Context: an optimization exercise on an open-source flow, tuned for small area. The choices shown serve that exercise and are no tape-out recipe.
RTL that was checked went through simulation tests only; none was proved equivalent to the original.
Power figures rest on the tool's default switching activity, not on a simulated workload.

Setup of the reference run:
// nasdaq_moldudp_itch
module nasdaq_moldudp_itch (
    input  wire        clk,
    input  wire        rst,
    input  wire        udp_payload_valid,
    input  wire [7:0]  udp_payload_data,
    input  wire        udp_payload_start,
    input  wire        udp_payload_end,
    output wire [79:0] session_id,
    output wire [63:0] sequence_number,
    output wire [15:0] message_count,
    output wire        session_valid,
    output wire        sequence_gap,
    output wire [31:0] gap_count,
    output wire [31:0] packet_count,
    output wire [31:0] msg_extracted,
    output wire        msg_valid,
    output wire [7:0]  msg_type,
    output wire        msg_error,
    output wire        add_order_valid,
    output wire [15:0] stock_locate,
    output wire [15:0] tracking_number,
    output wire [47:0] timestamp,
    output wire [63:0] order_ref,
    output wire        buy_sell,
    output wire [31:0] shares,
    output wire [63:0] stock_symbol,
    output wire [31:0] price,
    output wire        order_executed_valid,
    output wire [31:0] exec_shares,
    output wire [63:0] match_number,
    output wire        order_cancel_valid,
    output wire [31:0] cancel_shares,
    output wire        order_delete_valid,
    output wire        order_replace_valid,
    output wire [63:0] original_order_ref,
    output wire [63:0] new_order_ref,
    output wire [31:0] new_shares,
    output wire [31:0] new_price,
    output wire [31:0] total_messages,
    output wire [31:0] filtered_messages
);
    wire       mold_itch_valid;
    wire [7:0] mold_itch_data;
    wire       mold_itch_start;
    wire       mold_itch_end;
    moldudp64_handler moldudp64_inst (
        .clk               (clk),
        .rst               (rst),
        .udp_payload_valid (udp_payload_valid),
        .udp_payload_data  (udp_payload_data),
  ...
Size in the first run: about 740 flip-flops, roughly 940 I/O pins.
clock: 5.0 ns
lec_check: 0
cap_margin: 20
core_margin: 2
core_utilization: 40
cts_buf_list: sky130_fd_sc_hd__clkbuf_4
slew_margin: 20
standard.sh (not shown) runs the stock make flow with config.mk's settings and CLKGATE_MAP_FILE= SYNTH_SCRIPT=/design/flow/synth_recipe.tcl, a recipe that flattens the netlist after the stock synthesis.
==> flow/flow/run.sh <==
#!/bin/bash
# Standard ORFS layout (the standard.sh), with two layout-only changes:
#  - port buffers use the smallest buffer cell instead of clkdlybuf4s50_1;
#  - buffers that Yosys inserted (e.g. to split nets that feed several output
#    ports) are removed at floorplan, since every port gets its own buffer anyway.
# Synthesis is the standard synthesis, unchanged.
set -euo pipefail
export BUFFER_PORTS_ARGS="-buffer_cell sky130_fd_sc_hd__buf_1"
export REMOVE_ABC_BUFFERS=1
bash standard.sh > standard_flow.log 2>&1
## Diff of input files: the trial run against the reference run
-- flow/design.v --
<<< the reference run, line 47
    wire [15:0] new_msg_count = {msg_count_reg[15:8], udp_payload_data};
    wire [15:0] new_msg_len   = {msg_rem[15:8], udp_payload_data};
    wire        msg_last      = (msg_rem == 16'd1);
    wire        one_left      = (msgs_remaining[15:1] == 15'd0);
    wire        count_done    = state == PARSE_MSG_COUNT && udp_payload_valid && header_byte_cnt[0];
>>> the trial run, line 47
    wire [15:0] new_msg_count = {msg_count_reg[15:8], udp_payload_data};
    wire [15:0] new_msg_len   = {msg_rem[15:8], udp_payload_data};
    wire        msg_last      = (msg_rem == 16'd0);
    wire        one_left      = (msgs_remaining[15:1] == 15'd0);
    wire        count_done    = state == PARSE_MSG_COUNT && udp_payload_valid && header_byte_cnt[0];
<<< the reference run, line 55
        input [31:0] c;
        input        inc;
        integer      i;
        begin
            incr[0] = c[0] ^ inc;
            for (i = 1; i < 32; i = i + 1)
                incr[i] = c[i] ^ (inc & (&(c | ~((32'd1 << i) - 32'd1))));
        end
    endfunction
>>> the trial run, line 55
        input [31:0] c;
        input        inc;
        reg          t;
        integer      i;
        begin
            t = inc;
            for (i = 0; i < 32; i = i + 1) begin
                incr[i] = c[i] ^ t;
                t = t & c[i];
            end
        end
    endfunction
<<< the reference run, line 161
                            header_byte_cnt <= 4'd1;
                        end else begin
                            msg_rem <= new_msg_len;
                            if (new_msg_len == 16'd0) begin
                                msgs_remaining <= msgs_remaining - 16'd1;
>>> the trial run, line 164
                            header_byte_cnt <= 4'd1;
                        end else begin
                            msg_rem <= new_msg_len - 16'd1;
                            if (new_msg_len == 16'd0) begin
                                msgs_remaining <= msgs_remaining - 16'd1;
<<< the reference run, line 308
        input [31:0] c;
        input        inc;
        integer      i;
        begin
            incr[0] = c[0] ^ inc;
            for (i = 1; i < 32; i = i + 1)
                incr[i] = c[i] ^ (inc & (&(c | ~((32'd1 << i) - 32'd1))));
        end
    endfunction
>>> the trial run, line 311
        input [31:0] c;
        input        inc;
        reg          t;
        integer      i;
        begin
            t = inc;
            for (i = 0; i < 32; i = i + 1) begin
                incr[i] = c[i] ^ t;
                t = t & c[i];
            end
        end
    endfunction
Notes after the runs:
On number of max-slew violations in the final report, the trial run tracks the reference run almost exactly. Taking the reference run as the reference point, the tap cell count of the trial run falls by 10. Compared with the reference run, number of standard cells in the layout, taps in and fillers out in the trial run decreased slightly. The trial run: all stages done; final checks FAILED (setup timing). Changes observed in the trial run relative to the reference run: worst reg-to-reg path cell count higher; sequential power share lower. Re largest net degree at the start of global routing: the trial run is 82 down on the reference run. Compared with the reference run, area of the core in the trial run decreased slightly. The trial run vs. the reference run: critical path data arrival time now larger, total power now larger, wire length of the first global-routing pass now larger.
For the trial run, only the layout was checked, not whether the RTL still works.

========
Another version of the RTL of nasdaq_moldudp_itch (not shown whole).
Size: about 2600 cells after synthesis, ~740 flip-flops, about 940 I/O pins, roughly 32000 um2 of cells after synthesis.
export LEC_CHECK = 0
export CAP_MARGIN = 20
export CORE_MARGIN = 2
export CORE_UTILIZATION = 40
export CTS_BUF_LIST = sky130_fd_sc_hd__clkbuf_4
export SLEW_MARGIN = 20
create_clock -name core_clock -period 5.0 [get_ports {clk}]
Scripts as last shown in full above: flow/flow/run.sh
Edit:
--- a/flow/design.v
+++ b/flow/design.v
@@ -43,32 +43,48 @@
     reg        out_start;
     reg        out_end;
     reg        gap_detected;
     reg        msg_first_byte;
     wire [15:0] new_msg_count = {msg_count_reg[15:8], udp_payload_data};
     wire [15:0] new_msg_len   = {msg_rem[15:8], udp_payload_data};
     wire        msg_last      = (msg_rem == 16'd0);
     wire        one_left      = (msgs_remaining[15:1] == 15'd0);
+    wire        count_done    = state == PARSE_MSG_COUNT && udp_payload_valid && header_byte_cnt[0];
+    wire        gap_found     = count_done && seq_initialized && sequence_num_reg != expected_seq;
+    wire        msg_done      = state == FORWARD_MSG_DATA && udp_payload_valid && msg_last;
+    function [31:0] incr;
+        input [31:0] c;
+        input        inc;
+        integer      i;
+        begin
+            incr[0] = c[0] ^ inc;
+            for (i = 1; i < 32; i = i + 1)
+                incr[i] = c[i] ^ (inc & (&(c | ~((32'd1 << i) - 32'd1))));
+        end
+    endfunction
     always @(posedge clk) begin
         if (rst) begin
             state           <= IDLE;
             pkt_count       <= 32'd0;
             msg_count_stat  <= 32'd0;
             gap_cnt         <= 32'd0;
             seq_initialized <= 1'b0;
             out_valid       <= 1'b0;
             out_start       <= 1'b0;
             out_end         <= 1'b0;
             gap_detected    <= 1'b0;
         end else begin
             out_start    <= 1'b0;
             out_end      <= 1'b0;
             out_valid    <= 1'b0;
-            gap_detected <= 1'b0;
+            gap_detected <= gap_found;
+            pkt_count      <= incr(pkt_count, count_done);
+            gap_cnt        <= incr(gap_cnt, gap_found);
+            msg_count_stat <= incr(msg_count_stat, msg_done);
             case (state)
                 IDLE: begin
                     if (udp_payload_start && udp_payload_valid) begin
                         state <= PARSE_SESSION_ID;
                         session_id_reg[79:72] <= udp_payload_data;
                         header_byte_cnt <= 4'd1;
                     end
                 end
@@ -119,30 +135,25 @@
                 end
                 PARSE_MSG_COUNT: begin
                     if (udp_payload_valid) begin
                         if (!header_byte_cnt[0]) begin
                             msg_count_reg[15:8] <= udp_payload_data;
                             header_byte_cnt <= 4'd1;
                         end else begin
                             msg_count_reg[7:0] <= udp_payload_data;
-                            if (seq_initialized && sequence_num_reg != expected_seq) begin
-                                gap_detected <= 1'b1;
-                                gap_cnt <= gap_cnt + 32'd1;
-                            end
                             seq_initialized <= 1'b1;
                             expected_seq <= sequence_num_reg + {48'd0, new_msg_count};
                             msgs_remaining <= new_msg_count;
                             if (new_msg_count == 16'd0) begin
                                 state <= PACKET_END;
                             end else begin
                                 state <= PARSE_MSG_LEN;
                                 header_byte_cnt <= 4'd0;
                             end
-                            pkt_count <= pkt_count + 32'd1;
                         end
                     end
                     if (udp_payload_end)
                         state <= ERROR_STATE;
                 end
                 PARSE_MSG_LEN: begin
                     if (udp_payload_valid) begin
                         if (!header_byte_cnt[0]) begin
@@ -172,17 +183,16 @@
                         msg_rem <= msg_rem - 16'd1;
                         if (msg_first_byte) begin
                             out_start <= 1'b1;
                             msg_first_byte <= 1'b0;
                         end
                         if (msg_last) begin
                             out_end <= 1'b1;
                             msgs_remaining <= msgs_remaining - 16'd1;
-                            msg_count_stat <= msg_count_stat + 32'd1;
                             if (one_left) begin
                                 state <= PACKET_END;
                             end else begin
                                 state <= PARSE_MSG_LEN;
                                 header_byte_cnt <= 4'd0;
                             end
                         end
                     end
@@ -289,26 +299,38 @@
     wire is_a = current_msg_type == MSG_ADD_ORDER;
     wire is_e = current_msg_type == MSG_ORDER_EXECUTED;
     wire is_x = current_msg_type == MSG_ORDER_CANCEL;
     wire is_d = current_msg_type == MSG_ORDER_DELETE;
     wire is_u = current_msg_type == MSG_ORDER_REPLACE;
     wire reported_type = is_a | is_e | is_x | is_d | is_u;
     wire last_byte = byte_counter == last_pos(current_msg_type);
     integer k;
+    function [31:0] incr;
+        input [31:0] c;
+        input        inc;
+        integer      i;
+        begin
+            incr[0] = c[0] ^ inc;
+            for (i = 1; i < 32; i = i + 1)
+                incr[i] = c[i] ^ (inc & (&(c | ~((32'd1 << i) - 32'd1))));
+        end
+    endfunction
     always @(posedge clk) begin
         if (rst) begin
             state                <= IDLE;
             msg_error            <= 1'b0;
             report               <= 1'b0;
             total_msg_counter    <= 32'd0;
             filtered_msg_counter <= 32'd0;
         end else begin
             msg_error <= 1'b0;
             report    <= 1'b0;
+            total_msg_counter    <= incr(total_msg_counter, state == COMPLETE);
+            filtered_msg_counter <= incr(filtered_msg_counter, state == COMPLETE && reported_type);
             case (state)
                 IDLE: begin
                     if (itch_msg_start && itch_msg_valid) begin
                         current_msg_type <= itch_msg_data;
                         byte_counter     <= 6'd1;
                         if (last_pos(itch_msg_data) == 6'd0)
                             state <= ERROR;
                         else
@@ -322,21 +344,17 @@
                             state <= COMPLETE;
                     end
                     if (itch_msg_end && !last_byte) begin
                         msg_error <= 1'b1;
                         state <= IDLE;
                     end
                 end
                 COMPLETE: begin
-                    total_msg_counter <= total_msg_counter + 32'd1;
-                    if (reported_type) begin
-                        report <= 1'b1;
-                        filtered_msg_counter <= filtered_msg_counter + 32'd1;
-                    end
+                    report <= reported_type;
                     state <= IDLE;
                 end
                 default: begin
                     msg_error <= 1'b1;
                     state <= IDLE;
                 end
             endcase
         end
What happened:
- worst hold slack gets worse by 0.0085 ns
- total power went down by 1.8%
- flip-flop and latch count stays the same
- clock skew went down by 0.017 ns
- critical path depth went up by 1
- via count went down by 2.2%
- global-route usage went up by 1.0 points
- clock power is about the same
- die area went down by 0.60%
- combinational power went down by 26%
- setup slack gets worse by 0.34 ns
Function not checked in the second run of this note: the RTL went through the layout flow alone.

[separate check: timing with driven ports]
How much do the figures lean on ideal ports? The routed layouts below were timed once more, with nothing changed but the port constraints.
Step 1 (the two cells are an assumption about what drives the block):
set clk [get_ports {clk}]
set_driving_cell -lib_cell sky130_fd_sc_hd__clkbuf_16 $clk
set_driving_cell -lib_cell sky130_fd_sc_hd__buf_2 [delete_from_list [all_inputs] $clk]
Step 2 also shifts input and output timing later by t, the mid clock arrival at the registers, as if the neighbouring blocks saw the same clock.
Slacks: no drivers / after step 1 / after step 2; pairs: no drivers / after step 1.
run | shift t [ns] | setup slack, ns | worst setup path after step 2
the reference run | 1.083 | 1.068 / 1.010 / 0.840 | input to register
the trial run | 1.073 | -1.886 / -1.886 / -2.455 | input to register
the first run of note 2 | 1.068 | 1.394 / 1.333 / 0.766 | input to register
the second run of note 2 | 1.062 | 1.051 / 0.994 / 0.960 | input to register
The setup slack of the first run of note 2, which loses most, moves by -0.061 ns with the drivers and by -0.628 ns with both steps.
